This design comes from an exercise in tuning for small area and a short achievable clock period on the open sky130 flow, not from production work.
In this exercise RTL edits were held to simulation tests only and were not proved equivalent to the original.
The flow treats the clock pin as an ideal source, which a real chip does not have.
Power figures rest on the tool's default switching activity, not on a simulated workload.

==> flow/design.v (outline; a module is shown in full before it is edited, if it fits) <==
// module alu_top: 26 lines
// module ALU: 725 lines
// module ALU_fin: 263 lines
// module ALU_add: 267 lines
module alu_top (clk, A, B, sel, Cin, Y, Zero);
  // ...
==> flow/flow/run.sh <==
#!/bin/bash
# Standard ORFS flow (the standard.sh) with these changes:
#  - netopt.py: after synthesis, two local rewrites of the gate netlist (registers
#    untouched): and2 cells on widely shared signals become nor2 cells on shared
#    inverted copies, and full adders are used in inverted form where that removes
#    inverters between them (a full adder is self-dual)
#  - ports.tcl: port buffers with chosen cells (DONT_BUFFER_PORTS skips ORFS's own call)
#  - skew.tcl: output registers clocked from taps of a delayed clock branch (before CTS)
#  - CTS without latency balancing, so that the branch keeps its delay
# standard.sh writes the full ORFS logs under orfs/logs; console output goes to *.log here.
set -e
F=$PWD/flow
R=$PWD/orfs/results/sky130hd/alu_top/base
source $F/params.sh
ARGS=(DONT_BUFFER_PORTS=1 PRE_GLOBAL_PLACE_TCL=$F/ports.tcl PRE_CTS_TCL=$F/skew.tcl
  "CTS_ARGS=-sink_clustering_enable -repair_clock_nets -no_insertion_delay")
bash standard.sh "${ARGS[@]}" $R/1_2_yosys.v > synth.log 2>&1
if [[ "${FLOW_NETOPT:-1}" == 1 ]]; then
  python3 $F/netopt.py $R/1_2_yosys.v $R/1_2_yosys.flip.v > netopt.log 2>&1
  cp $R/1_2_yosys.v $R/1_2_yosys.orig.v
  mv $R/1_2_yosys.flip.v $R/1_2_yosys.v
fi
bash standard.sh "${ARGS[@]}" finish > standard.log 2>&1
==> flow/flow/netopt.py <==
#!/usr/bin/env python3
"""Remove inverters around full-adder cells in a Yosys gate netlist.

A full adder is self-dual: FA(~a, ~b, ~c) = (~sum, ~cout). Yosys's extract_fa often
maps adders with inverted inputs and outputs, leaving inverters between adder cells.
This picks, for each fa cell, whether to use it in inverted form, so that as few
inverters as possible are needed, then rewrites the netlist: inverters on adder
nets are rebuilt (at most one per signal), everything else is left as it is.
usage: faflip.py in.v out.v
"""
import re, sys, collections, random, os

src = open(sys.argv[1]).read()
# split module body into statements ending with ';'
m = re.search(r'\bmodule\b.*?;\n', src, re.S)
head_end = m.end()
end_idx = src.rindex('endmodule')
body = src[head_end:end_idx]
stmts = [s for s in re.split(r';\s*\n', body) if s.strip()]

INV = re.compile(r'sky130_fd_sc_hd__(clk)?inv_\d+$')
cells = []   # dict(type, name, pins: {pin: net}, text)
other = []
for s in stmts:
    t = s.strip()
    mm = re.match(r'(sky130_fd_sc_hd__\w+)\s+(\S+)\s*\((.*)\)\s*$', t, re.S)
    if mm:
        pins = dict((p, n.strip()) for p, n in re.findall(r'\.(\w+)\(([^()]*)\)', mm.group(3)))
        cells.append(dict(type=mm.group(1), name=mm.group(2), pins=pins))
    else:
        other.append(t)


# Pass 1: and2 cells on signals that feed several and2 cells become nor2 cells on
# inverted copies of those signals (one inverter per signal, shared).
if os.environ.get('NETOPT_AND2', '1') == '1':
    AND2 = re.compile(r'sky130_fd_sc_hd__and2_\d+$')
    BUF = re.compile(r'sky130_fd_sc_hd__(clk)?buf_\d+$')
    bufdrv = {}
    for c in cells:
        if BUF.match(c['type']):
            bufdrv[c['pins']['X']] = c['pins']['A']
    def root(n):
        seen = 0
        while n in bufdrv and seen < 10:
            n = bufdrv[n]; seen += 1
        return n
    use = collections.Counter()
    for c in cells:
        if AND2.match(c['type']):
            c['pins']['A'] = root(c['pins']['A']); c['pins']['B'] = root(c['pins']['B'])
            use[c['pins']['A']] += 1; use[c['pins']['B']] += 1
    inv_have = {}
    for c in cells:
        if INV.match(c['type']):
            inv_have.setdefault(c['pins']['A'], c['pins']['Y'])
    ports_in = set()
    for t in other:
        mm = re.match(r'input\s+(\[\d+:\d+\]\s*)?(\S+)', t)
        if mm: ports_in.add(mm.group(2))
    made = 0; conv = 0
    extra = []
    for c in list(cells):
        if not AND2.match(c['type']):
            continue
        a, b = c['pins']['A'], c['pins']['B']
        if use[a] < 2 or use[b] < 2:
            continue
        for sgl in (a, b):
            if sgl not in inv_have:
                made += 1
                nn = f"_netopt_n{made}_"
                extra.append(dict(type='sky130_fd_sc_hd__inv_1', name=f"_netopt_i{made}_", pins={'A': sgl, 'Y': nn}))
                inv_have[sgl] = nn
        c['type'] = 'sky130_fd_sc_hd__nor2_1'
        c['pins'] = {'A': inv_have[a], 'B': inv_have[b], 'Y': c['pins']['X']}
        conv += 1
    cells.extend(extra)
    # drop buffers left without loads
    while True:
        used = set()
        for c in cells:
            for p, n in c['pins'].items():
                if p not in ('X', 'Y', 'Q', 'SUM', 'COUT', 'Q_N', 'HI', 'LO'):
                    used.add(n)
        for t in other:
            if re.match(r'(assign|output)\b', t):
                for n in re.findall(r'(\\\S+|[A-Za-z_][\w$]*(?:\[\d+\])?)', t):
                    used.add(n)
        dead = [i for i, c in enumerate(cells) if BUF.match(c['type']) and c['pins']['X'] not in used]
        if not dead:
            break
        for i in reversed(dead):
            del cells[i]
    print(f"netopt: {len(cells)} cells after buffer cleanup", file=sys.stderr)
    NEWWIRES = [e['pins']['Y'] for e in extra]
    print(f"netopt: {conv} and2 -> nor2, {made} inverters added", file=sys.stderr)
else:
    NEWWIRES = []

OUTPINS = {'X', 'Y', 'Q', 'SUM', 'COUT', 'Q_N', 'HI', 'LO'}
driver = {}
loads = collections.defaultdict(list)
for i, c in enumerate(cells):
    for p, n in c['pins'].items():
        if p in OUTPINS:
            driver[n] = (i, p)
        else:
            loads[n].append((i, p))
# nets used by assigns/ports are treated as fixed loads
fixed_nets = set()
for t in other:
    if not re.match(r'(assign|input|output)\b', t):
        continue
    for n in re.findall(r'(\\\S+|[A-Za-z_][\w$]*(?:\[\d+\])?)', t):
        fixed_nets.add(n)

def is_inv(i): return bool(INV.match(cells[i]['type']))
def is_fa(i): return cells[i]['type'].startswith('sky130_fd_sc_hd__fa_')

# signals: nets driven by a non-inverter cell output (or undriven = input)
# For each such signal S: level-1 loads (pol 0) and loads through one inverter (pol 1).
inv_of = collections.defaultdict(list)   # S -> inverter cell indices fed by S
for i, c in enumerate(cells):
    if is_inv(i):
        inv_of[c['pins']['A']].append(i)

def src_of(net):
    """signal and polarity that a net carries: through at most one inverter."""
    d = driver.get(net)
    if d is not None and is_inv(d[0]):
        a = cells[d[0]]['pins']['A']
        da = driver.get(a)
        if da is None or not is_inv(da[0]):
            return a, 1
    return net, 0

fa_idx = [i for i in range(len(cells)) if is_fa(i)]
# signals touched by adders
sigs = set()
for i in fa_idx:
    for p in ('A', 'B', 'CIN'):
        sigs.add(src_of(cells[i]['pins'][p])[0])
    for p in ('SUM', 'COUT'):
        sigs.add(cells[i]['pins'][p])

# for each signal: list of (load cell, pin, pol) reached directly or via its inverters;
# a signal is rebuildable if all its inverters have only cell loads (no fixed nets)
info = {}
for S in sigs:
    d = driver.get(S)
    if d is not None and is_inv(d[0]):
        continue
    ok = S not in fixed_nets or True
    ls = [(i, p, 0) for (i, p) in loads[S] if not is_inv(i)]
    invs = []
    for iv in inv_of.get(S, []):
        y = cells[iv]['pins']['Y']
        if y in fixed_nets:
            ok = False
        for (i, p) in loads[y]:
            ls.append((i, p, 1))
        invs.append(iv)
    # direct inverter loads that feed further inverters are fine (they become pol-1 loads)
    info[S] = dict(loads=ls, invs=invs, ok=ok, drv=d)

flip = {i: 0 for i in fa_idx}
def delivered(S):
    d = info[S]['drv']
    if d is not None and d[0] in flip and d[1] in ('SUM', 'COUT'):
        return flip[d[0]]
    return 0
def need(S, l):
    i, p, pol = l
    if i in flip and p in ('A', 'B', 'CIN'):
        return pol ^ flip[i]
    return pol
def cost(S):
    if not info[S]['ok']:
        return 0
    dv = delivered(S)
    return 1 if any(need(S, l) != dv for l in info[S]['loads']) else 0

touch = collections.defaultdict(set)
for S in info:
    d = info[S]['drv']
    if d is not None and d[0] in flip:
        touch[d[0]].add(S)
    for (i, p, pol) in info[S]['loads']:
        if i in flip:
            touch[i].add(S)
total0 = sum(cost(S) for S in info)
random.seed(1)
# adders driving a net that an assign statement or a port reads keep their polarity
frozen = set(i for i in fa_idx if cells[i]['pins']['SUM'] in fixed_nets or cells[i]['pins']['COUT'] in fixed_nets)
# and so do adders with a pin on a signal that is not rebuilt
for i in fa_idx:
    for p in ('A', 'B', 'CIN', 'SUM', 'COUT'):
        S = src_of(cells[i]['pins'][p])[0] if p in ('A', 'B', 'CIN') else cells[i]['pins'][p]
        if S not in info or not info[S]['ok']:
            frozen.add(i)
print(f"faflip: {len(frozen)} adders frozen (outputs used by assigns/ports)", file=sys.stderr)
improved = True
while improved:
    improved = False
    for i in fa_idx:
        if i in frozen:
            continue
        before = sum(cost(S) for S in touch[i])
        flip[i] ^= 1
        after = sum(cost(S) for S in touch[i])
        if after < before:
            improved = True
        else:
            flip[i] ^= 1
total1 = sum(cost(S) for S in info)
old_invs = sum(len(info[S]['invs']) for S in info if info[S]['ok'])
print(f"faflip: {sum(flip.values())} of {len(fa_idx)} adders flipped; inverters on adder signals {old_invs} -> {total1} (cost before {total0})", file=sys.stderr)

# rewrite
removed = set()
newcells = []
k = 0
for S, inf in info.items():
    if not inf['ok']:
        continue
    dv = delivered(S)
    for iv in inf['invs']:
        removed.add(iv)
    need_inv = [l for l in inf['loads'] if need(S, l) != dv]
    same = [l for l in inf['loads'] if need(S, l) == dv]
    for (i, p, pol) in same:
        cells[i]['pins'][p] = S
    if need_inv:
        k += 1
        nn = f"_faflip_n{k}_"
        newcells.append(dict(type='sky130_fd_sc_hd__inv_1', name=f"_faflip_i{k}_", pins={'A': S, 'Y': nn}, new=True))
        for (i, p, pol) in need_inv:
            cells[i]['pins'][p] = nn

out = [src[:head_end]]
for k2 in range(1, k + 1):
    out.append(f"  wire _faflip_n{k2}_;\n")
for w in NEWWIRES:
    out.append(f"  wire {w};\n")
for t in other:
    out.append("  " + t + " ;\n")
for i, c in enumerate(cells + newcells):
    if i in removed and i < len(cells):
        continue
    pins = ",\n    ".join(f".{p}({n}{' ' if n.startswith(chr(92)) else ''})" for p, n in c['pins'].items())
    out.append(f" {c['type']} {c['name']} ({pins});\n")
out.append("endmodule\n")
open(sys.argv[2], 'w').write("".join(out))
==> flow/flow/params.sh <==
export FLOW_SKEW_CELLS="sky130_fd_sc_hd__clkdlybuf4s50_1 sky130_fd_sc_hd__clkdlybuf4s50_1 sky130_fd_sc_hd__clkdlybuf4s25_1"
export FLOW_SKEW_GROUPS='{^y_q 3} {^zero_q 3}'
export FLOW_INBUF=sky130_fd_sc_hd__buf_1
export FLOW_OUTBUF=sky130_fd_sc_hd__buf_4
==> flow/flow/ports.tcl <==
# Buffer every input and output port, as the standard flow does, with smaller cells.
buffer_ports -inputs -buffer_cell $::env(FLOW_INBUF)
buffer_ports -outputs -buffer_cell $::env(FLOW_OUTBUF)
==> flow/flow/skew.tcl <==
proc my_insert_skew {cells groups} {
  set block [ord::get_db_block]
  set clknet [$block findNet clk]
  set members [dict create]
  foreach inst [$block getInsts] {
    set n [$inst getName]
    foreach g $groups {
      lassign $g re tap
      if {[regexp $re $n]} {
        if {$tap > 0} { dict lappend members $tap $inst }
        break
      }
    }
  }
  # place the chain at the centroid of all moved registers
  set sx 0; set sy 0; set cnt 0
  dict for {tap insts} $members {
    foreach inst $insts {
      set loc [$inst getLocation]
      set sx [expr {$sx + [lindex $loc 0]}]; set sy [expr {$sy + [lindex $loc 1]}]; incr cnt
    }
  }
  set cx [expr {int($sx / $cnt)}]; set cy [expr {int($sy / $cnt)}]
  set taps [list $clknet]
  set prev $clknet
  set i 0
  foreach dlycell $cells {
    set master [[ord::get_db] findMaster $dlycell]
    set inst [odb::dbInst_create $block $master "skewdly_$i"]
    $inst setLocation $cx $cy
    $inst setPlacementStatus PLACED
    set out [odb::dbNet_create $block "clk_skew_$i"]
    $out setSigType CLOCK
    [$inst findITerm A] connect $prev
    [$inst findITerm X] connect $out
    set prev $out
    lappend taps $out
    incr i
  }
  dict for {tap insts} $members {
    set net [lindex $taps $tap]
    foreach inst $insts {
      set it [$inst findITerm CLK]
      $it disconnect
      $it connect $net
    }
    puts "my_insert_skew: [llength $insts] registers on tap $tap ([$net getName])"
  }
}
my_insert_skew $::env(FLOW_SKEW_CELLS) $::env(FLOW_SKEW_GROUPS)
==> flow/standard.sh <==
#!/bin/bash
# synth_recipe.tcl (not shown) runs the flow's synth.tcl, then flattens the netlist and writes it again
# the make line also repeats each setting of config.mk as NAME=value (left out here)
make -C /OpenROAD-flow-scripts/flow DESIGN_CONFIG=/design/flow/config.mk WORK_HOME=/design/flow/orfs CLKGATE_MAP_FILE= SYNTH_SCRIPT=/design/flow/synth_recipe.tcl "${@:-finish}"
==> flow/config.mk <==
export PLATFORM = sky130hd
export DESIGN_NAME = alu_top
export DESIGN_NICKNAME = alu_top
export VERILOG_FILES = /design/flow/design.v
export SDC_FILE = /design/flow/constraint.sdc
export NUM_CORES = 4
export LEC_CHECK = 0
export CAP_MARGIN = 20
export CORE_MARGIN = 2
export CORE_UTILIZATION = 40
export HOLD_SLACK_MARGIN = 0.1
export PLACE_DENSITY = 0.55
export SETUP_SLACK_MARGIN = 3.0
export SLEW_MARGIN = 20
export SYNTH_HIERARCHICAL = 1
export SYNTH_MINIMUM_KEEP_SIZE = 0
==> flow/constraint.sdc <==
create_clock -name core_clock -period 7.0 [get_ports {clk}]
set_input_delay 1.4000 -clock core_clock [delete_from_list [all_inputs] [get_ports {clk}]]
set_output_delay 1.4000 -clock core_clock [all_outputs]
set_load 0.01 [all_outputs]
==> summary.txt, run 1 <==
Status
  – Run status: finished with violations
  – List of failed layout checks: hold timing

Worst hold path
  – Hold Path Origin: sel_q[1]$_DFF_P_
  – Endpoint with the worst hold slack: y_q[1]$_DFF_P_

Global routing
  – Initial antenna violation count: 7
  – Vias in the first global route: approximately 13000
  – Met2 demand-to-capacity share in global routing: roughly 48%

Worst setup path
  – Startpoint of the worst register-to-register path: b_q[14]$_DFF_P_
  – Critical path type: reg -> reg
  – Capture point of the worst reg-to-reg path: y_q[23]$_DFF_P_
  – Peak fanout along the critical path: 9
  – Critical path required time: between 8 and 9 ns
  – R2R setup slack: 3.09 ns
  – Signal arrival time at the worst endpoint: roughly 5.9 ns

Drt
  – Metal2 WL: 22100 um
  – DR vias: between 10000 and 15000
  – Detail-routed net length per standard cell: 24.1 um
  – TritonRoute pass-1 iters: 6
  – Highest routed layer: met5
  – 1st-iter DRT viols: around 1500
  – Detail-routed via count per cell: 5.94
  – Post-Route M1 WL: approximately 20000 um

Cells and area
  – Multi-input gate area in the final layout: 10400 um^2
  – Leading cell type in the layout, fill and taps excluded: sky130_fd_sc_hd__nor2_1
  – End-of-flow core utilization: about 53%
  – Fraction of area in multi-input gates: 62.2%
  – Post-layout nets: around 2000

Timing
  – Worst hold slack across all endpoints: -0.713 ns
  – Transition time at the pin with the least slew margin: around 1.1 ns
  – Number of hold violations in the final report: 2
  – Total negative slack: 0 ns
  – Final setup fails: 0
  – Final worst setup slack: around 3.1 ns

Floorplan
  – Core ar.: 31700 um^2
  – Std-Cell Rows: 65
  – Boundary pin count: around 100

Power and ir drop
  – Worst-case vdd ir drop: approximately 0.00032 V
  – Switching pwr: 3100 uW
  – Power in combinational cells: 4690 uW

Place
  – Inst Count DP: approximately 1800

Logic synthesis
  – Number of cells produced by synthesis: ~1400
  – Count of warnings emitted by yosys: 8

Clock tree
  – CTS resizes: 58
==> run 2, diff against run 1 <==
--- a/flow/config.mk
+++ b/flow/config.mk
@@ -7,10 +7,10 @@
 export LEC_CHECK = 0
 export CAP_MARGIN = 20
 export CORE_MARGIN = 2
-export CORE_UTILIZATION = 40
+export CORE_UTILIZATION = 30
 export HOLD_SLACK_MARGIN = 0.1
-export PLACE_DENSITY = 0.55
-export SETUP_SLACK_MARGIN = 3.0
+export PLACE_DENSITY = 0.5
+export SETUP_SLACK_MARGIN = 3.3
 export SLEW_MARGIN = 20
 export SYNTH_HIERARCHICAL = 1
 export SYNTH_MINIMUM_KEEP_SIZE = 0
==> summary.txt, run 2 <==
Floorplan
  – Std-Cell Rows: 76 (was 65)
  – Die outline area: 44700 um^2 (was 33800 um^2)
  – Boundary pin count: 103 (unchanged)
  – Die extent in x: 212 um (was 184 um)
  – Initial Util: 30.2% (was 40.7%)
  – Core ar.: 42800 um^2 (was 31700 um^2)
  – Y dimension of the die: 212 um (was 184 um)

Global routing
  – Overall overflow remaining after global route: 0 (unchanged)
  – Wire length of the first global-routing pass: 79100 um (was 75900 um)
  – Met3 Use GR: 6.26% (was 9.51%)
  – Vias in the first global route: 12600 (about the same)
  – Most Used Layer, Global Route: met2 (unchanged)
  – Initial antenna violation count: 8 (was 7)
  – Maximum number of pins on one net before global-route repair: 32 (unchanged)
  – Met2 demand-to-capacity share in global routing: 37.1% (was 47.5%)
  – Met1 capacity usage during global routing: 31.7% (was 39.3%)
  – Total global routing track utilization: 24.2% (was 30.4%)

Power and ir drop
  – Reported leakage power: 0.00760 uW (was 0.00737 uW)
  – Power Density: 403 nW/um^2 (was 376 nW/um^2)
  – Internal power component: 3710 uW (was 3180 uW)
  – Worst-case vdd ir drop: 0.000356 V (was 0.000318 V)
  – Comb pwr share: 78.4% (was 74.7%)
  – Switching pwr: 3390 uW (was 3100 uW)
  – Clock Power Share: 11.0% (was 13.4%)
  – Switch share: 47.7% (was 49.4%)
  – Reg power frac: 10.6% (was 12.0%)

Timing
  – Number of hold violations in the final report: 2 (unchanged)
  – Min cycle time layout: 3.81 ns (was 3.91 ns)
  – Period utilization: 54.4% (was 55.8%)
  – Maximum frequency from static timing analysis: 262 MHz (was 256 MHz)
  – Tightest slew margin relative to the limit: 30.4% (was 25.8%)
  – Worst hold slack across all endpoints: -0.658 ns (was -0.713 ns)
  – Post-route clock skew: 1.65 ns (was 1.72 ns)
  – Number of pins with negative max-slew slack in the final report: 0 (unchanged)
  – Transition time at the pin with the least slew margin: 1.04 ns (was 1.11 ns)
  – Total negative slack: 0 ns (unchanged)
  – Setup repair after global routing missed its margin: yes (unchanged)
  – Final setup fails: 0 (unchanged)

Place
  – Detailed placer's ending HPWL: 35600 um (was 34600 um)
  – Placer's final routability congestion estimate: 0.886 (was 0.980)
  – Count of buffers from port buffering: 102 (unchanged)
  – Cell area after placement: 13600 um^2 (was 13400 um^2)

Clock tree
  – CTS tree: done (unchanged)
  – Clock slew at reported path FFs: 0.08 ns (about the same)
  – Clock latency of the later-clocked register in the worst-skew pair: 2.01 ns (was 2.06 ns)

Drt
  – Detail-routed net length per standard cell: 23.2 um (was 24.1 um)
  – DRC viols: 0 (unchanged)
  – Total Routed Length: 52200 um (was 49900 um)
  – Detail-routed via count per cell: 5.45 (was 5.94)
  – Post-route ant nets: 0 (unchanged)
  – DR vias: 12300 (about the same)
  – TritonRoute pass-1 iters: 6 (unchanged)
  – 1st-iter DRT viols: 1225 (was 1478)

Worst setup path
  – Startpoint of the worst register-to-register path: a_q[7]$_DFF_P_ (was b_q[14]$_DFF_P_)
  – Worst-case reg-to-reg path depth: 17 (unchanged)
  – Signal arrival time at the worst endpoint: 2.41 ns (was 5.85 ns)
  – Capture point of the worst reg-to-reg path: y_q[27]$_DFF_P_ (was y_q[23]$_DFF_P_)
  – Peak fanout along the critical path: 1 (was 9)
  – Critical Path Start Type: flip-flop (unchanged)
  – Sort of element at the end of the critical path: output port (was flip-flop)
  – Critical path type: reg -> out (was reg -> reg)
  – R2R setup slack: 3.22 ns (was 3.09 ns)
  – Critical path required time: 5.60 ns (was 8.94 ns)

Cells and area
  – Leading cell type in the layout, fill and taps excluded: sky130_fd_sc_hd__nor2_1 (unchanged)
  – Fin area: 17600 um^2 (was 16700 um^2)
  – Largest registers in the final layout: a_q: 32 flops, b_q: 32 flops, y_q: 32 flops (unchanged)
  – Most used cells in the layout excluding fill and tap cells: sky130_fd_sc_hd__nor2_1 (193), sky130_fd_sc_hd__fa_1 (175), sky130_fd_sc_hd__dlygate4sd3_1 (173), sky130_fd_sc_hd__buf_4 (126), sky130_fd_sc_hd__nand2_1 (124) (was sky130_fd_sc_hd__nor2_1 (213), sky130_fd_sc_hd__fa_1 (186), sky130_fd_sc_hd__dlygate4sd3_1 (184), sky130_fd_sc_hd__nand2_1 (126), sky130_fd_sc_hd__xnor2_1 (95))
  – Post-layout nets: 2034 (was 1998)
  – Fraction of layout cells with a size suffix above 1: 23.6% (was 15.5%)
  – Area grow syn2layout: 36.3% (was 29.3%)

Logic synthesis
  – Post-Synthesis Mean Instance Area: 9.02 um^2 (unchanged)
  – Netlist area before placement: 12900 um^2 (unchanged)
  – Count of warnings emitted by yosys: 8 (unchanged)
  – Number of cells produced by synthesis: 1433 (unchanged)

Flow run
  – Number of max-cap violations: 0 (unchanged)

Status
  – Run status: finished with violations (unchanged)
  – List of failed layout checks: hold timing (unchanged)

Worst hold path
  – Min-Delay Path Class: reg -> reg (unchanged)
  – Endpoint with the worst hold slack: y_q[1]$_DFF_P_ (unchanged)
  – Number of stages on the worst hold path: 2 (was 3)
  – Hold Path Origin: sel_q[1]$_DFF_P_ (unchanged)
[run 2: worst reg2reg max path, cell delays in order, from the launching register on]
cell and delay (ns):
sky130_fd_sc_hd__dfxtp_4 0.37, sky130_fd_sc_hd__clkinvlp_4 0.14, sky130_fd_sc_hd__buf_6 0.16, sky130_fd_sc_hd__nor2_4 0.07, sky130_fd_sc_hd__ha_1 0.25, sky130_fd_sc_hd__fa_1 0.50
sky130_fd_sc_hd__fa_1 0.53, sky130_fd_sc_hd__fa_2 0.38, sky130_fd_sc_hd__fa_2 0.58, sky130_fd_sc_hd__xor2_2 0.18, sky130_fd_sc_hd__xnor2_2 0.17, sky130_fd_sc_hd__ha_4 0.24
sky130_fd_sc_hd__a21o_4 0.21, sky130_fd_sc_hd__a221o_2 0.43, sky130_fd_sc_hd__a21o_4 0.24, sky130_fd_sc_hd__a221oi_4 0.34, sky130_fd_sc_hd__a211oi_2 0.11, sky130_fd_sc_hd__a311o_1 0.41
[run 2: power by group through the flow]
stage	Sequential [uW]	Clock (uW)	Combinational, uW
after floorplan	727	0	3170
after global placement	778	0	4120
after detailed placement	777	0	4160
after CTS	760	809	5010
after global routing	761	834	6080
final	752	783	5560
[run 2: worst max path at each step]
stage / startpoint / endpoint / cells past startpoint
3_5_place_dp: a_q[8]$_DFF_P_ / y_q[27]$_DFF_P_ / 16
2_1_floorplan: a_q[0]$_DFF_P_ / y_q[27]$_DFF_P_ / 16
5_1_grt: zero_q$_DFF_P_ / Zero / 0
6_report: zero_q$_DFF_P_ / Zero / 0
3_3_place_gp: a_q[8]$_DFF_P_ / y_q[27]$_DFF_P_ / 16
4_1_cts: zero_q$_DFF_P_ / Zero / 0
[run 2: through the flow]
step	setup slack, ns	hold slack, ns	std cells	total power [uW]	utilization (%)
2_1_floorplan	1.86	0.582	1435	3900	-
3_3_place_gp	0.689	0.848	1909	4890	31.9
3_5_place_dp	0.646	0.854	1909	4940	31.9
4_1_cts	3.15	-0.672	2208	6580	39.8
5_1_grt	3.10	-0.750	2248	7680	41.2
6_report	3.19	-0.658	2248	7100	41.2
[run 2: repair_timing]
item,in CTS,in global routing
gates cloned,0,0
hold buffers,175,1
setup buffers,97,36
hold endpoints to repair,33,3
resized for setup,153,74
endpoints found under the setup margin,54,57
pin swaps,26,49
[run 2: metal layers]
metal / part of all wire [%] / wire length [um] / vias to the layer above
met3: 8.8 / 4590 / 156
met4: 5.2 / 2730 / 0
met5: 0 / 0 / -
li1: - / - / 5341
met1: 42 / 21900 / 6091
met2: 44 / 23000 / 670
[run 2: cell type report, without the clock buffers]
| cell class | instances | area (um^2) |
|---|---|---|
| timing repair buffer | 316 | 2900 |
| clock inverter | 9 | 86.3 |
| fill | 4206 | 25200 |
| buffer | 3 | 30.0 |
| multi-input combinational | 1132 | 10700 |
| antenna | 3 | 7.51 |
| tap | 546 | 683 |
| sequential | 102 | 2200 |
| inverter | 122 | 597 |
==> run 3, diff against run 2 <==
--- a/flow/config.mk
+++ b/flow/config.mk
@@ -10,7 +10,7 @@
 export CORE_UTILIZATION = 30
 export HOLD_SLACK_MARGIN = 0.1
 export PLACE_DENSITY = 0.5
-export SETUP_SLACK_MARGIN = 3.3
+export SETUP_SLACK_MARGIN = 3.0
 export SLEW_MARGIN = 20
 export SYNTH_HIERARCHICAL = 1
 export SYNTH_MINIMUM_KEEP_SIZE = 0
==> summary.txt, run 3 <==
Power and ir drop
  – Switch share: 50.0% (was 47.7%)
  – Reported leakage power: 0.00720 uW (was 0.00760 uW)
  – Power Density: 374 nW/um^2 (was 403 nW/um^2)
  – Clock Power Share: 13.2% (was 11.0%)
  – Worst-case vdd ir drop: 0.000284 V (was 0.000356 V)
  – Comb pwr share: 74.6% (was 78.4%)
  – Switching pwr: 3070 uW (was 3390 uW)
  – Internal power component: 3080 uW (was 3710 uW)
  – Reg power frac: 12.2% (was 10.6%)

Worst setup path
  – R2R setup slack: 3.07 ns (was 3.22 ns)
  – Critical Path Start Type: flip-flop (unchanged)
  – Peak fanout along the critical path: 11 (was 1)
  – Startpoint of the worst register-to-register path: b_q[6]$_DFF_P_ (was a_q[7]$_DFF_P_)
  – Critical path type: reg -> reg (was reg -> out)
  – Sort of element at the end of the critical path: flip-flop (was output port)
  – Critical path launch point: b_q[6]$_DFF_P_ (was zero_q$_DFF_P_)
  – Signal arrival time at the worst endpoint: 5.81 ns (was 2.41 ns)
  – Critical path required time: 8.88 ns (was 5.60 ns)

Timing
  – Transition time at the pin with the least slew margin: 1.13 ns (was 1.04 ns)
  – Total negative slack: 0 ns (unchanged)
  – Min cycle time layout: 3.93 ns (was 3.81 ns)
  – Setup repair after global routing missed its margin: yes (unchanged)
  – Maximum frequency from static timing analysis: 254 MHz (was 262 MHz)
  – Final worst setup slack: 3.07 ns (was 3.19 ns)
  – Number of pins with negative max-slew slack in the final report: 0 (unchanged)
  – Tightest slew margin relative to the limit: 24.7% (was 30.4%)
  – Period utilization: 56.1% (was 54.4%)
  – Final setup fails: 0 (unchanged)
  – Post-route clock skew: 1.67 ns (was 1.65 ns)
  – Number of hold violations in the final report: 0 (was 2)

Worst hold path
  – Hold Path Origin: b_q[17]$_DFF_P_ (was sel_q[1]$_DFF_P_)
  – Min-Delay Path Class: reg -> reg (unchanged)

Drt
  – 1st-iter DRT viols: 1174 (was 1225)
  – Detail-routed net length per standard cell: 23.0 um (was 23.2 um)
  – DRC viols: 0 (unchanged)
  – Total Routed Length: 50000 um (was 52200 um)
  – Post-route ant nets: 0 (unchanged)
  – Detail-routed via count per cell: 5.40 (was 5.45)
  – DR vias: 11700 (was 12300)
  – TritonRoute pass-1 iters: 7 (was 6)

Cells and area
  – End-of-flow core utilization: 38.4% (was 41.2%)
  – Post-layout nets: 1954 (was 2034)
  – Largest registers in the final layout: a_q: 32 flops, b_q: 32 flops, y_q: 32 flops (unchanged)
  – Area grow syn2layout: 27.3% (was 36.3%)
  – Most used cells in the layout excluding fill and tap cells: sky130_fd_sc_hd__nor2_1 (215), sky130_fd_sc_hd__fa_1 (189), sky130_fd_sc_hd__dlygate4sd3_1 (161), sky130_fd_sc_hd__nand2_1 (126), sky130_fd_sc_hd__xnor2_1 (96) (was sky130_fd_sc_hd__nor2_1 (193), sky130_fd_sc_hd__fa_1 (175), sky130_fd_sc_hd__dlygate4sd3_1 (173), sky130_fd_sc_hd__buf_4 (126), sky130_fd_sc_hd__nand2_1 (124))
  – Fraction of layout cells with a size suffix above 1: 14.1% (was 23.6%)
  – FILL cells: 4331 (was 4206)
  – Leading cell type in the layout, fill and taps excluded: sky130_fd_sc_hd__nor2_1 (unchanged)

Logic synthesis
  – Number of cells produced by synthesis: 1433 (unchanged)
  – Post-Synthesis Mean Instance Area: 9.02 um^2 (unchanged)
  – Count of warnings emitted by yosys: 8 (unchanged)
  – Netlist area before placement: 12900 um^2 (unchanged)

Place
  – Detailed placer's ending HPWL: 35800 um (was 35600 um)
  – Pre-CTS setup slack: 0.706 ns (was 0.646 ns)
  – Count of buffers from port buffering: 102 (unchanged)
  – Placer's final routability congestion estimate: 0.887 (was 0.886)

Status
  – Run status: timing/DRC/antenna clean (was finished with violations)

Global routing
  – Maximum number of pins on one net before global-route repair: 32 (unchanged)
  – Wire length of the first global-routing pass: 75700 um (was 79100 um)
  – Initial antenna violation count: 8 (unchanged)
  – Vias in the first global route: 12300 (was 12600)
  – Overall overflow remaining after global route: 0 (unchanged)
  – Total global routing track utilization: 23.1% (was 24.2%)

Clock tree
  – Clock latency of the later-clocked register in the worst-skew pair: 2.04 ns (was 2.01 ns)
  – CTS tree: done (unchanged)
  – Clock slew at reported path FFs: 0.07 ns (was 0.08 ns)

Flow run
  – Number of max-cap violations: 0 (unchanged)

Floorplan
  – Initial Util: 30.2% (unchanged)
  – Die outline area: 44700 um^2 (unchanged)
  – Die extent in x: 212 um (unchanged)
  – Core ar.: 42800 um^2 (unchanged)
  – Std-Cell Rows: 76 (unchanged)
  – Boundary pin count: 103 (unchanged)
  – Y dimension of the die: 212 um (unchanged)
[run 3: final cells by class, without the clock buffers]
cell class	instances	area, um^2	share of cell area (%)
plain buffers	3	30.0	0.183
inverters	122	552	3.36
clock inverters	10	126	0.768
flip-flops and latches	102	2110	12.8
well taps	546	683	4.15
repair buffers	236	2190	13.3
multi-input cells	1132	10400	63.2
diodes	3	7.51	0.0456
[run 3: through the flow]
stage	total power [uW]	hold WS, ns	cell area [um^2]	cells
after floorplan	3850	0.582	13300	1435
after global placement	4840	0.846	13600	1912
after detailed placement	4880	0.852	13600	1912
after CTS	5910	-0.746	16100	2135
after global routing	6670	0.102	16400	2166
final	6150	0.0332	16400	2168
[run 3: path summary, 6_finish.rpt]
kind	endpoint	depth (start not counted)
max	y_q[27]$_DFF_P_	15
min	zero_q$_DFF_P_	8
min reg2reg	zero_q$_DFF_P_	8
max reg2reg	y_q[27]$_DFF_P_	15
[run 3: critical path, stage by stage (launching register included)]
cell and delay [ns]:
sky130_fd_sc_hd__dfxtp_2 0.53, sky130_fd_sc_hd__inv_1 0.32, sky130_fd_sc_hd__nor2_1 0.24, sky130_fd_sc_hd__fa_1 0.46, sky130_fd_sc_hd__fa_1 0.52, sky130_fd_sc_hd__fa_1 0.47, sky130_fd_sc_hd__fa_1 0.53, sky130_fd_sc_hd__xor2_1 0.23
sky130_fd_sc_hd__xnor2_2 0.18, sky130_fd_sc_hd__ha_4 0.25, sky130_fd_sc_hd__a21o_1 0.21, sky130_fd_sc_hd__a221o_2 0.45, sky130_fd_sc_hd__a21o_4 0.27, sky130_fd_sc_hd__a221oi_4 0.29, sky130_fd_sc_hd__a211oi_1 0.11, sky130_fd_sc_hd__a311o_1 0.36
[run 3: power groups by stage]
stage,Clock (uW),Sequential (uW),Combinational [uW]
2_1_floorplan,0,727,3130
3_3_place_gp,0,777,4070
3_5_place_dp,0,778,4100
4_1_cts,848,753,4310
5_1_grt,861,758,5050
6_report,812,749,4590
[run 3: routing by layer]
layer  track usage, %  vias to the layer above  wire [um]
met5                0                        -          0
met4             9.20                        0       1820
met3             5.93                      102       4210
met2             36.1                      544      22400
met1             30.4                     5872      21600
li1                 -                     5183          -
[run 3: repair_timing]
action,in CTS,in global routing
cloned,0,0
resized for setup,56,18
pin swaps,1,5
endpoints found under the hold margin,33,4
hold buffers,151,11
endpoints found under the setup margin,11,25
setup buffers,45,19
==> run 4, diff against run 3 <==
--- a/flow/config.mk
+++ b/flow/config.mk
@@ -8,6 +8,7 @@
 export CAP_MARGIN = 20
 export CORE_MARGIN = 2
 export CORE_UTILIZATION = 30
+export CTS_BUF_LIST = sky130_fd_sc_hd__clkbuf_8
 export HOLD_SLACK_MARGIN = 0.1
 export PLACE_DENSITY = 0.5
 export SETUP_SLACK_MARGIN = 3.0
==> summary.txt, run 4 <==
Timing
  – Final worst setup slack: 3.08 ns (was 3.07 ns)
  – Number of hold violations in the final report: 3 (was 0)
  – Tightest slew margin relative to the limit: 27.2% (was 24.7%)
  – Worst hold slack across all endpoints: -0.704 ns (was 0.0332 ns)
  – Min cycle time layout: 3.92 ns (was 3.93 ns)
  – Post-route clock skew: 1.67 ns (about the same)
  – Final setup fails: 0 (unchanged)
  – Maximum frequency from static timing analysis: 255 MHz (was 254 MHz)
  – Total negative slack: 0 ns (unchanged)
  – Transition time at the pin with the least slew margin: 1.09 ns (was 1.13 ns)
  – Number of pins with negative max-slew slack in the final report: 0 (unchanged)
  – Period utilization: 56.0% (was 56.1%)
  – Setup repair after global routing missed its margin: yes (unchanged)

Drt
  – Post-route ant nets: 0 (unchanged)
  – Detail-routed via count per cell: 5.42 (was 5.40)
  – DRC viols: 0 (unchanged)
  – 1st-iter DRT viols: 1327 (was 1174)
  – DR vias: 11700 (about the same)
  – TritonRoute pass-1 iters: 6 (was 7)
  – Total Routed Length: 49500 um (was 50000 um)
  – Detail-routed net length per standard cell: 22.9 um (was 23.0 um)

Worst hold path
  – Min-Delay Path Class: reg -> reg (unchanged)

Cells and area
  – Leading cell type in the layout, fill and taps excluded: sky130_fd_sc_hd__nor2_1 (unchanged)
  – Most used cells in the layout excluding fill and tap cells: sky130_fd_sc_hd__nor2_1 (215), sky130_fd_sc_hd__fa_1 (189), sky130_fd_sc_hd__dlygate4sd3_1 (155), sky130_fd_sc_hd__nand2_1 (126) (was sky130_fd_sc_hd__nor2_1 (215), sky130_fd_sc_hd__fa_1 (189), sky130_fd_sc_hd__dlygate4sd3_1 (161), sky130_fd_sc_hd__nand2_1 (126), sky130_fd_sc_hd__xnor2_1 (96))
  – Post-layout nets: 1944 (was 1954)
  – Largest registers in the final layout: a_q: 32 flops, b_q: 32 flops, y_q: 32 flops (unchanged)
  – Area grow syn2layout: 26.4% (was 27.3%)
  – Fraction of layout cells with a size suffix above 1: 13.9% (was 14.1%)

Logic synthesis
  – Netlist area before placement: 12900 um^2 (unchanged)
  – Count of warnings emitted by yosys: 8 (unchanged)
  – Number of cells produced by synthesis: 1433 (unchanged)
  – Post-Synthesis Mean Instance Area: 9.02 um^2 (unchanged)

Floorplan
  – Initial Util: 30.2% (unchanged)
  – Std-Cell Rows: 76 (unchanged)
  – Die outline area: 44700 um^2 (unchanged)
  – Core ar.: 42800 um^2 (unchanged)
  – Y dimension of the die: 212 um (unchanged)
  – Boundary pin count: 103 (unchanged)
  – Die extent in x: 212 um (unchanged)

Worst setup path
  – Peak fanout along the critical path: 1 (was 11)
  – Sort of element at the end of the critical path: output port (was flip-flop)
  – Critical path type: reg -> out (was reg -> reg)
  – Signal arrival time at the worst endpoint: 2.52 ns (was 5.81 ns)
  – Critical Path Start Type: flip-flop (unchanged)
  – Critical path required time: 5.60 ns (was 8.88 ns)

Status
  – Run status: finished with violations (was timing/DRC/antenna clean)
  – List of failed layout checks: hold timing

Global routing
  – Total global routing track utilization: 23.0% (was 23.1%)
  – Vias in the first global route: 11900 (was 12300)
  – Initial antenna violation count: 13 (was 8)
  – Wire length of the first global-routing pass: 75200 um (was 75700 um)
  – Maximum number of pins on one net before global-route repair: 32 (unchanged)
  – Overall overflow remaining after global route: 0 (unchanged)

Place
  – Pre-CTS setup slack: 1.10 ns (was 0.706 ns)
  – Detailed placer's ending HPWL: 36200 um (was 35800 um)
  – Count of buffers from port buffering: 102 (unchanged)
  – Placer's final routability congestion estimate: 0.917 (was 0.887)

Power and ir drop
  – Worst-case vdd ir drop: 0.000355 V (was 0.000284 V)
  – Power Density: 359 nW/um^2 (was 374 nW/um^2)
  – Reported leakage power: 0.00715 uW (was 0.00720 uW)

Clock tree
  – Clock latency of the later-clocked register in the worst-skew pair: 2.03 ns (was 2.04 ns)
  – CTS tree: done (unchanged)
  – Clock slew at reported path FFs: 0.08 ns (was 0.07 ns)

Flow run
  – Number of max-cap violations: 0 (unchanged)
-- run 4: cell types whose count changed in the layout (fill, tap and decap cells not counted), sizes merged --
| cell | before | now |
|---|---|---|
| diode | 3 | 8 |
| clkinv | 1 | 4 |
| bufinv | 2 | 0 |
| buf | 74 | 70 |
| dlygate4sd3 | 161 | 155 |
| inv | 110 | 107 |
| clkbuf | 14 | 16 |
-- run 4: worst paths after layout --
path,start,endpoint,slack [ns],depth (start not counted)
setup reg to reg,b_q[10]$_DFF_P_,y_q[27]$_DFF_P_,3.14,16
setup / recovery,zero_q$_DFF_P_,Zero,3.08,0
hold reg to reg,sel_q[1]$_DFF_P_,y_q[1]$_DFF_P_,-0.70,2
hold / removal,sel_q[1]$_DFF_P_,y_q[1]$_DFF_P_,-0.70,2
-- run 4: cell type report, without the clock buffers --
type,instances,area [um^2]
flip-flops and latches,102,2100
fillers,4348,26500
plain buffers,3,30.0
clock inverters,8,51.3
multi-input cells,1132,10400
inverters,122,553
well taps,546,683
repair buffers,226,2130
diodes,8,20.0
-- run 4: report_power, final --
group          internal, uW  switching, uW  leakage (uW)
clock network           407            338      0.000213
registers               658           97.3      0.000860
logic                  1810           2550       0.00607
-- run 4: repair_timing --
| action | 4_1_cts | 5_1_grt |
|---|---|---|
| gates resized for setup | 28 | 50 |
| hold endpoints to repair | 33 | 7 |
| setup buffers | 19 | 39 |
| pin swaps | 0 | 6 |
| endpoints found under the setup margin | 4 | 19 |
| hold buffers | 148 | 8 |
-- run 4: metal layers --
layer	global-route usage, %	vias up	wire [um]
met3	6.39	132	4620
met4	10.2	6	1950
met2	35.0	612	21900
met1	30.6	5808	21000
li1	-	5173	-
met5	0	-	43
-- run 4: stage by stage --
step	power [uW]	util (%)	instance area, um^2	instances
floorplan	3850	-	13300	1435
CTS	5780	36.8	15800	2107
detailed placement	4860	31.8	13600	1913
global placement	4820	31.8	13600	1913
global route	6370	38.2	16300	2161
finish	5860	38.2	16300	2163
==> run 5, diff against run 4 <==
--- a/flow/flow/run.sh
+++ b/flow/flow/run.sh
@@ -7,12 +7,13 @@
 #  - ports.tcl: port buffers with chosen cells (DONT_BUFFER_PORTS skips ORFS's own call)
 #  - skew.tcl: output registers clocked from taps of a delayed clock branch (before CTS)
 #  - CTS without latency balancing, so that the branch keeps its delay
+#  - holdfix.tcl: a hold repair after CTS that is not held back by the setup margin
 # standard.sh writes the full ORFS logs under orfs/logs; console output goes to *.log here.
 set -e
 F=$PWD/flow
 R=$PWD/orfs/results/sky130hd/alu_top/base
 source $F/params.sh
-ARGS=(DONT_BUFFER_PORTS=1 PRE_GLOBAL_PLACE_TCL=$F/ports.tcl PRE_CTS_TCL=$F/skew.tcl
+ARGS=(DONT_BUFFER_PORTS=1 PRE_GLOBAL_PLACE_TCL=$F/ports.tcl PRE_CTS_TCL=$F/skew.tcl POST_CTS_TCL=$F/holdfix.tcl
   "CTS_ARGS=-sink_clustering_enable -repair_clock_nets -no_insertion_delay")
 bash standard.sh "${ARGS[@]}" $R/1_2_yosys.v > synth.log 2>&1
 if [[ "${FLOW_NETOPT:-1}" == 1 ]]; then
==> flow/flow/holdfix.tcl (new file) <==
# After CTS's own repair: one more hold repair without the setup margin. With
# SETUP_SLACK_MARGIN set, repair_timing will not put a hold buffer on a path whose
# setup slack is below that margin, and can leave hold violations; here setup only
# has to stay met.
estimate_parasitics -placement
repair_timing -hold -hold_margin $::env(HOLD_SLACK_MARGIN) -verbose
detailed_placement
check_placement -verbose
--- a/flow/config.mk
+++ b/flow/config.mk
@@ -8,7 +8,7 @@
 export CAP_MARGIN = 20
 export CORE_MARGIN = 2
 export CORE_UTILIZATION = 30
-export CTS_BUF_LIST = sky130_fd_sc_hd__clkbuf_8
+export CTS_BUF_LIST = sky130_fd_sc_hd__clkbuf_4
 export HOLD_SLACK_MARGIN = 0.1
 export PLACE_DENSITY = 0.5
 export SETUP_SLACK_MARGIN = 3.0
==> summary.txt, run 5 <==
Timing
  – Number of hold violations in the final report: 0 (was 3)
  – Post-route clock skew: 1.65 ns (was 1.67 ns)
  – Transition time at the pin with the least slew margin: 1.06 ns (was 1.09 ns)
  – Period utilization: 57.4% (was 56.0%)
  – Total negative slack: 0 ns (unchanged)
  – Setup repair after global routing missed its margin: yes (unchanged)
  – Min cycle time layout: 4.02 ns (was 3.92 ns)
  – Tightest slew margin relative to the limit: 29.2% (was 27.2%)
  – Final worst setup slack: 2.98 ns (was 3.08 ns)
  – Number of pins with negative max-slew slack in the final report: 0 (unchanged)
  – Final setup fails: 0 (unchanged)
  – Maximum frequency from static timing analysis: 249 MHz (was 255 MHz)

Cells and area
  – Fraction of layout cells with a size suffix above 1: 20.1% (was 13.9%)
  – Leading cell type in the layout, fill and taps excluded: sky130_fd_sc_hd__nor2_1 (unchanged)
  – End-of-flow core utilization: 41.0% (was 38.2%)
  – Number of non-filler instances in the completed layout: 2247 (was 2163)
  – Area grow syn2layout: 35.7% (was 26.4%)
  – Post-layout nets: 2032 (was 1944)
  – Largest registers in the final layout: a_q: 32 flops, b_q: 32 flops, y_q: 32 flops (unchanged)
  – Most used cells in the layout excluding fill and tap cells: sky130_fd_sc_hd__nor2_1 (213), sky130_fd_sc_hd__fa_1 (185), sky130_fd_sc_hd__dlygate4sd3_1 (166), sky130_fd_sc_hd__buf_4 (126), sky130_fd_sc_hd__nand2_1 (125) (was sky130_fd_sc_hd__nor2_1 (215), sky130_fd_sc_hd__fa_1 (189), sky130_fd_sc_hd__dlygate4sd3_1 (155), sky130_fd_sc_hd__nand2_1 (126))

Drt
  – DRC viols: 0 (unchanged)
  – TritonRoute pass-1 iters: 9 (was 6)
  – DR vias: 12200 (was 11700)
  – Detail-routed via count per cell: 5.43 (was 5.42)
  – 1st-iter DRT viols: 1179 (was 1327)
  – Post-route ant nets: 0 (unchanged)
  – Total Routed Length: 52100 um (was 49500 um)
  – Detail-routed net length per standard cell: 23.2 um (was 22.9 um)

Worst setup path
  – Library cell contributing the largest single delay on the critical path: sky130_fd_sc_hd__dlygate4sd3_1
  – Critical path required time: 8.95 ns (was 5.60 ns)
  – Critical path launch point: sel_q[1]$_DFF_P_ (was zero_q$_DFF_P_)
  – Capture point of the worst reg-to-reg path: zero_q$_DFF_P_ (was y_q[27]$_DFF_P_)
  – Startpoint of the worst register-to-register path: sel_q[1]$_DFF_P_ (was b_q[10]$_DFF_P_)
  – Largest delay share family, worst path: buffers and inverters
  – Sort of element at the end of the critical path: flip-flop (was output port)
  – Stage delay of the slowest cell on the critical path: between 0.5 and 0.6 ns
  – Cell-by-cell trace of the critical path: nor4b_4, nor2_4, buf_4, buf_4, xnor2_2, ha_1, nand4_1, buf_4, nor2_1, a22oi_2, a31oi_4, buf_4, o311ai_1, nand2_1, dlygate4sd3_1, xnor2_1, a222oi_1, nand2_1, nor4b_1, a41o_1, dlygate4sd3_1
  – R2R setup slack: 2.98 ns (was 3.14 ns)
  – Depth of the critical timing path with buffers and inverters included: 21 (was 0)
  – Peak fanout along the critical path: 7 (was 1)
  – Critical Path Start Type: flip-flop (unchanged)
  – Count of buffer and inverter cells on the critical path: 6
  – Critical path type: reg -> reg (was reg -> out)
  – Signal arrival time at the worst endpoint: 5.97 ns (was 2.52 ns)
  – Cell mode on critical path: sky130_fd_sc_hd__buf_4
  – Termination of the worst setup path: zero_q$_DFF_P_ (was Zero)
  – Worst-case reg-to-reg path depth: 21 (was 16)

Global routing
  – Initial antenna violation count: 6 (was 13)
  – Overall overflow remaining after global route: 0 (unchanged)
  – Wire length of the first global-routing pass: 77900 um (was 75200 um)
  – Vias in the first global route: 12500 (was 11900)
  – Maximum number of pins on one net before global-route repair: 32 (unchanged)
  – Total global routing track utilization: 23.7% (was 23.0%)

Worst hold path
  – Min-Delay Path Class: reg -> reg (unchanged)

Power and ir drop
  – Worst-case vdd ir drop: 0.000266 V (was 0.000355 V)
  – Overall Power: 6270 uW (was 5860 uW)
  – Power Density: 358 nW/um^2 (was 359 nW/um^2)
  – Reported leakage power: 0.00774 uW (was 0.00715 uW)

Floorplan
  – Std-Cell Rows: 76 (unchanged)
  – Die outline area: 44700 um^2 (unchanged)
  – Y dimension of the die: 212 um (unchanged)
  – Boundary pin count: 103 (unchanged)
  – Core ar.: 42800 um^2 (unchanged)
  – Die extent in x: 212 um (unchanged)
  – Initial Util: 30.2% (unchanged)

Place
  – Pre-CTS setup slack: 0.740 ns (was 1.10 ns)
  – Inst Count DP: 1910 (was 1913)
  – Placer's final routability congestion estimate: 0.875 (was 0.917)
  – Detailed placer's ending HPWL: 35800 um (was 36200 um)
  – Count of buffers from port buffering: 102 (unchanged)

Flow run
  – Number of max-cap violations: 0 (unchanged)

Logic synthesis
  – Netlist area before placement: 12900 um^2 (unchanged)
  – Post-Synthesis Mean Instance Area: 9.02 um^2 (unchanged)
  – Number of cells produced by synthesis: 1433 (unchanged)
  – Count of warnings emitted by yosys: 8 (unchanged)

Status
  – Run status: timing/DRC/antenna clean (was finished with violations)

Clock tree
  – Clock latency of the later-clocked register in the worst-skew pair: 2.01 ns (was 2.03 ns)
  – Clock slew at reported path FFs: 0.07 ns (was 0.08 ns)
  – CTS tree: done (unchanged)
-- run 5: cell types whose count changed in the layout (fill, tap and decap cells not counted), sizes merged, moves of 3 or more --
cell          delta
inv              -3
buf             +66
dlymetal6s2s     +4
diode            -4
dlymetal6s4s     +6
dlygate4sd3     +11
-- run 5: per-layer routing --
layer / part of all wire, % / global-route usage, % / wire length, um / vias to the layer above
met1: 42 / 31.2 / 21900 / 6095
met4: 3.9 / 10.5 / 2050 / 0
met3: 8.8 / 5.84 / 4600 / 121
met2: 45 / 36.7 / 23500 / 653
met5: 0 / 0 / 0 / -
li1: - / - / - / 5342
-- run 5: worst min-delay path: stages (launching register included) --
cell,delay [ns]
sky130_fd_sc_hd__dfxtp_4,0.37
sky130_fd_sc_hd__nand2b_1,0.11
sky130_fd_sc_hd__nor3b_2,0.06
sky130_fd_sc_hd__inv_1,0.37
sky130_fd_sc_hd__or3_1,0.18
sky130_fd_sc_hd__dlygate4sd3_1,0.54
sky130_fd_sc_hd__o211ai_1,0.08
-- run 5: through the flow --
| step | area (um^2) | hold WS, ns |
|---|---|---|
| after global placement | 13600 | 0.857 |
| after detailed placement | 13600 | 0.857 |
| after floorplan | 13300 | 0.582 |
| after global routing | 17500 | 0.100 |
| final | 17500 | 0.117 |
-- run 5: report_power, final --
group / switching (uW) / leakage [uW] / internal (uW)
logic: 2690 / 0.00664 / 2020
registers: 95.0 / 0.000863 / 657
clock network: 336 / 0.000242 / 474
total: 3120 / 0.00774 / 3150
-- run 5: layout make-up, without the clock buffers --
cell class                 count  area, um^2
inverter                     122         562
timing repair buffer         314        2930
clock inverter                10         121
antenna                        4        10.0
tap                          546         683
sequential                   102        2130
buffer                         3        30.0
fill                        4230       25300
multi-input combinational   1132       10700
-- run 5: worst min-delay path by stage --
stage | depth (start not counted) | end | from
5_1_grt | 6 | y_q[28]$_DFF_P_ | sel_q[2]$_DFF_P_
2_1_floorplan | 3 | y_q[17]$_DFF_P_ | a_q[16]$_DFF_P_
6_report | 6 | y_q[19]$_DFF_P_ | sel_q[0]$_DFF_P_
3_5_place_dp | 3 | y_q[0]$_DFF_P_ | a_q[0]$_DFF_P_
3_3_place_gp | 3 | y_q[0]$_DFF_P_ | a_q[0]$_DFF_P_
==> run 6, diff against run 5 <==
--- a/flow/config.mk
+++ b/flow/config.mk
@@ -8,7 +8,7 @@
 export CAP_MARGIN = 20
 export CORE_MARGIN = 2
 export CORE_UTILIZATION = 30
-export CTS_BUF_LIST = sky130_fd_sc_hd__clkbuf_4
+export CTS_BUF_LIST = sky130_fd_sc_hd__clkbuf_8
 export HOLD_SLACK_MARGIN = 0.1
 export PLACE_DENSITY = 0.5
 export SETUP_SLACK_MARGIN = 3.0
==> summary.txt, run 6 <==
Floorplan
  – Die extent in x: 212 um (unchanged)
  – Initial Util: 30.2% (unchanged)
  – Boundary pin count: 103 (unchanged)
  – Y dimension of the die: 212 um (unchanged)
  – Std-Cell Rows: 76 (unchanged)
  – Core ar.: 42800 um^2 (unchanged)
  – Die outline area: 44700 um^2 (unchanged)

Cells and area
  – FILL cells: 4226 (was 4230)
  – Fin area: 17500 um^2 (about the same)
  – Leading cell type in the layout, fill and taps excluded: sky130_fd_sc_hd__nor2_1 (unchanged)
  – Fraction of layout cells with a size suffix above 1: 20.7% (was 20.1%)
  – Number of non-filler instances in the completed layout: 2240 (was 2247)
  – Area grow syn2layout: 35.1% (was 35.7%)
  – Multi-input gate area in the final layout: 10700 um^2 (about the same)
  – Post-layout nets: 2024 (was 2032)
  – Most used cells in the layout excluding fill and tap cells: sky130_fd_sc_hd__nor2_1 (213), sky130_fd_sc_hd__fa_1 (185), sky130_fd_sc_hd__dlygate4sd3_1 (150), sky130_fd_sc_hd__nand2_1 (124), sky130_fd_sc_hd__buf_4 (122) (was sky130_fd_sc_hd__nor2_1 (213), sky130_fd_sc_hd__fa_1 (185), sky130_fd_sc_hd__dlygate4sd3_1 (166), sky130_fd_sc_hd__buf_4 (126), sky130_fd_sc_hd__nand2_1 (125))
  – End-of-flow core utilization: 40.8% (was 41.0%)
  – Area taken by flip-flops and latches: 2130 um^2 (about the same)
  – Largest registers in the final layout: a_q: 32 flops, b_q: 32 flops, y_q: 32 flops (unchanged)

Worst setup path
  – Startpoint of the worst register-to-register path: sel_q[2]$_DFF_P_ (was sel_q[1]$_DFF_P_)
  – Critical path type: reg -> reg (unchanged)
  – Critical path required time: 8.99 ns (was 8.95 ns)
  – Sort of element at the end of the critical path: flip-flop (unchanged)
  – Peak fanout along the critical path: 8 (was 7)
  – Critical path launch point: sel_q[2]$_DFF_P_ (was sel_q[1]$_DFF_P_)
  – Critical Path Start Type: flip-flop (unchanged)
  – Signal arrival time at the worst endpoint: 5.96 ns (was 5.97 ns)

Power and ir drop
  – Reported leakage power: 0.00775 uW (was 0.00774 uW)
  – Comb pwr share: 76.2% (was 75.1%)
  – Worst-case vdd ir drop: 0.000270 V (was 0.000266 V)
  – Power Density: 355 nW/um^2 (was 358 nW/um^2)
  – Internal power component: 3110 uW (was 3150 uW)
  – Reg power frac: 12.2% (was 12.0%)
  – Clock Power Share: 11.5% (was 12.9%)
  – Switch share: 49.9% (was 49.8%)
  – Switching pwr: 3090 uW (was 3120 uW)

Clock tree
  – Clock slew at reported path FFs: 0.07 ns (about the same)
  – CTS tree: done (unchanged)
  – Clock latency of the later-clocked register in the worst-skew pair: 2.04 ns (was 2.01 ns)

Drt
  – TritonRoute pass-1 iters: 8 (was 9)
  – Detail-routed via count per cell: 5.45 (was 5.43)
  – DR vias: 12200 (about the same)
  – DRC viols: 0 (unchanged)
  – Total Routed Length: 51700 um (was 52100 um)
  – Detail-routed net length per standard cell: 23.1 um (was 23.2 um)
  – 1st-iter DRT viols: 1360 (was 1179)
  – Post-route ant nets: 0 (unchanged)

Global routing
  – Wire length of the first global-routing pass: 76000 um (was 77900 um)
  – Overall overflow remaining after global route: 0 (unchanged)
  – Initial antenna violation count: 6 (unchanged)
  – Maximum number of pins on one net before global-route repair: 32 (unchanged)
  – Total global routing track utilization: 23.1% (was 23.7%)
  – Vias in the first global route: 12400 (was 12500)

Timing
  – Post-route clock skew: 1.68 ns (was 1.65 ns)
  – Period utilization: 56.8% (was 57.4%)
  – Final worst setup slack: 3.02 ns (was 2.98 ns)
  – Setup repair after global routing missed its margin: yes (unchanged)
  – Min cycle time layout: 3.98 ns (was 4.02 ns)
  – Number of pins with negative max-slew slack in the final report: 0 (unchanged)
  – Transition time at the pin with the least slew margin: 0.942 ns (was 1.06 ns)
  – Total negative slack: 0 ns (unchanged)
  – Number of hold violations in the final report: 0 (unchanged)
  – Final setup fails: 0 (unchanged)
  – Tightest slew margin relative to the limit: 36.6% (was 29.2%)
  – Maximum frequency from static timing analysis: 251 MHz (was 249 MHz)

Logic synthesis
  – Netlist area before placement: 12900 um^2 (unchanged)
  – Number of cells produced by synthesis: 1433 (unchanged)
  – Count of warnings emitted by yosys: 8 (unchanged)
  – Post-Synthesis Mean Instance Area: 9.02 um^2 (unchanged)

Place
  – Detailed placer's ending HPWL: 35800 um (about the same)
  – Cell area after placement: 13600 um^2 (about the same)
  – Placer's final routability congestion estimate: 0.897 (was 0.875)
  – Inst Count DP: 1908 (was 1910)
  – Pre-CTS setup slack: 0.785 ns (was 0.740 ns)
  – Count of buffers from port buffering: 102 (unchanged)

Worst hold path
  – Hold Path Origin: b_q[9]$_DFF_P_ (was sel_q[0]$_DFF_P_)
  – Min-Delay Path Class: reg -> reg (unchanged)

Status
  – Run status: timing/DRC/antenna clean (unchanged)

Flow run
  – Number of max-cap violations: 0 (unchanged)
[run 6: changes by cell type in the layout (fill, tap and decap cells not counted), sizes merged, moves of 2 or more]
cell          previous run  this run
buf                    136       138
dlymetal6s2s             4         1
dlygate4sd3            166       150
bufinv                   2         0
dlymetal6s4s             7        15
clkbuf                  15        17
[run 6: path summary, 6_finish.rpt]
kind	slack [ns]	cells after the start	end
setup / recovery	3.02	20	zero_q$_DFF_P_
hold / removal	0.07	8	y_q[28]$_DFF_P_
setup reg to reg	3.02	20	zero_q$_DFF_P_
hold reg to reg	0.07	8	y_q[28]$_DFF_P_
[run 6: power groups by stage]
stage	Clock (uW)	Combinational [uW]	Sequential, uW
after floorplan	0	3130	727
after global placement	0	4070	783
after detailed placement	0	4100	782
after global routing	763	5160	765
final	715	4720	757
[run 6: worst max-delay path, cell delays in order, from the launching register on]
cell and delay (ns):
sky130_fd_sc_hd__dfxtp_4 0.38, sky130_fd_sc_hd__nor4b_4 0.39, sky130_fd_sc_hd__nor2_4 0.15, sky130_fd_sc_hd__buf_12 0.19
sky130_fd_sc_hd__xnor2_2 0.18, sky130_fd_sc_hd__ha_4 0.25, sky130_fd_sc_hd__a21o_1 0.16, sky130_fd_sc_hd__a21o_1 0.21
sky130_fd_sc_hd__a211o_1 0.35, sky130_fd_sc_hd__o221ai_4 0.23, sky130_fd_sc_hd__buf_4 0.18, sky130_fd_sc_hd__a211oi_1 0.07
sky130_fd_sc_hd__or3b_4 0.41, sky130_fd_sc_hd__a21oi_1 0.19, sky130_fd_sc_hd__xnor2_1 0.13, sky130_fd_sc_hd__a22oi_1 0.26
sky130_fd_sc_hd__dlygate4sd3_1 0.61, sky130_fd_sc_hd__o211ai_1 0.13, sky130_fd_sc_hd__nor4b_2 0.37, sky130_fd_sc_hd__a41o_1 0.22
sky130_fd_sc_hd__dlygate4sd3_1 0.54
[run 6: per-stage QoR]
stage          total power (uW)  hold slack (ns)
2_1_floorplan              3850            0.582
3_3_place_gp               4850            0.855
3_5_place_dp               4880            0.856
5_1_grt                    6690            0.130
6_report                   6200           0.0680
[run 6: metal layers]
| layer | wire (um) | global-route usage, % | vias up |
|---|---|---|---|
| met2 | 23600 | 36.1 | 636 |
| li1 | - | - | 5341 |
| met5 | 0 | 0 | - |
| met1 | 21400 | 30.1 | 6098 |
| met4 | 2000 | 9.88 | 0 |
| met3 | 4730 | 6.38 | 132 |
[run 6: layout make-up, without the clock buffers]
type                    count  area share, %
diodes                      5         0.0717
plain buffers               3          0.172
clock inverters             9          0.351
inverters                 122           3.31
multi-input cells        1132           61.5
flip-flops and latches    102           12.2
well taps                 546           3.91
repair buffers            306           16.5

==> what the ideal ports hide <==
How much do the figures lean on ideal ports? The routed layouts below were timed once more, with nothing changed but the port constraints. Step 1 sets driving cells, clkbuf_16 on the clock port and buf_2 on the other inputs (assumed; they add their load-dependent delay and slew). Step 2, shift: input delay + t, output delay - t, t = (earliest + latest rising clock arrival at the registers) / 2. This alone moves slack from input paths to output paths. Slacks: ideal ports / drivers / drivers and shift; pairs: ideal ports / drivers.
run	t, ns	setup slack, ns	hold slack, ns	latest minus earliest clock arrival (ns)	slew at the worst register clock pin (ns)	worst slew at a driven data input, ns
run 1	1.242	3.092 / 3.073 / 3.092	-0.713 / -0.713 / -0.713	1.721 / 1.720	0.08 / 0.08	0.09
run 2	1.241	3.190 / 3.132 / 3.221	-0.658 / -0.658 / -0.658	1.647 / 1.648	0.08 / 0.08	0.09
run 3	1.252	3.071 / 3.068 / 3.071	0.033 / 0.033 / 0.033	1.673 / 1.673	0.07 / 0.07	0.10
run 4	1.246	3.078 / 3.028 / 3.140	-0.704 / -0.704 / -0.704	1.674 / 1.674	0.08 / 0.08	0.13
run 5	1.233	2.979 / 2.979 / 2.979	0.117 / 0.117 / 0.117	1.654 / 1.654	0.07 / 0.07	0.09
run 6	1.253	3.021 / 3.021 / 3.021	0.068 / 0.068 / 0.068	1.677 / 1.677	0.07 / 0.07	0.10
In every run listed the clock reaches the registers at very different times; t lies between them, and the last value is a rough guide only.
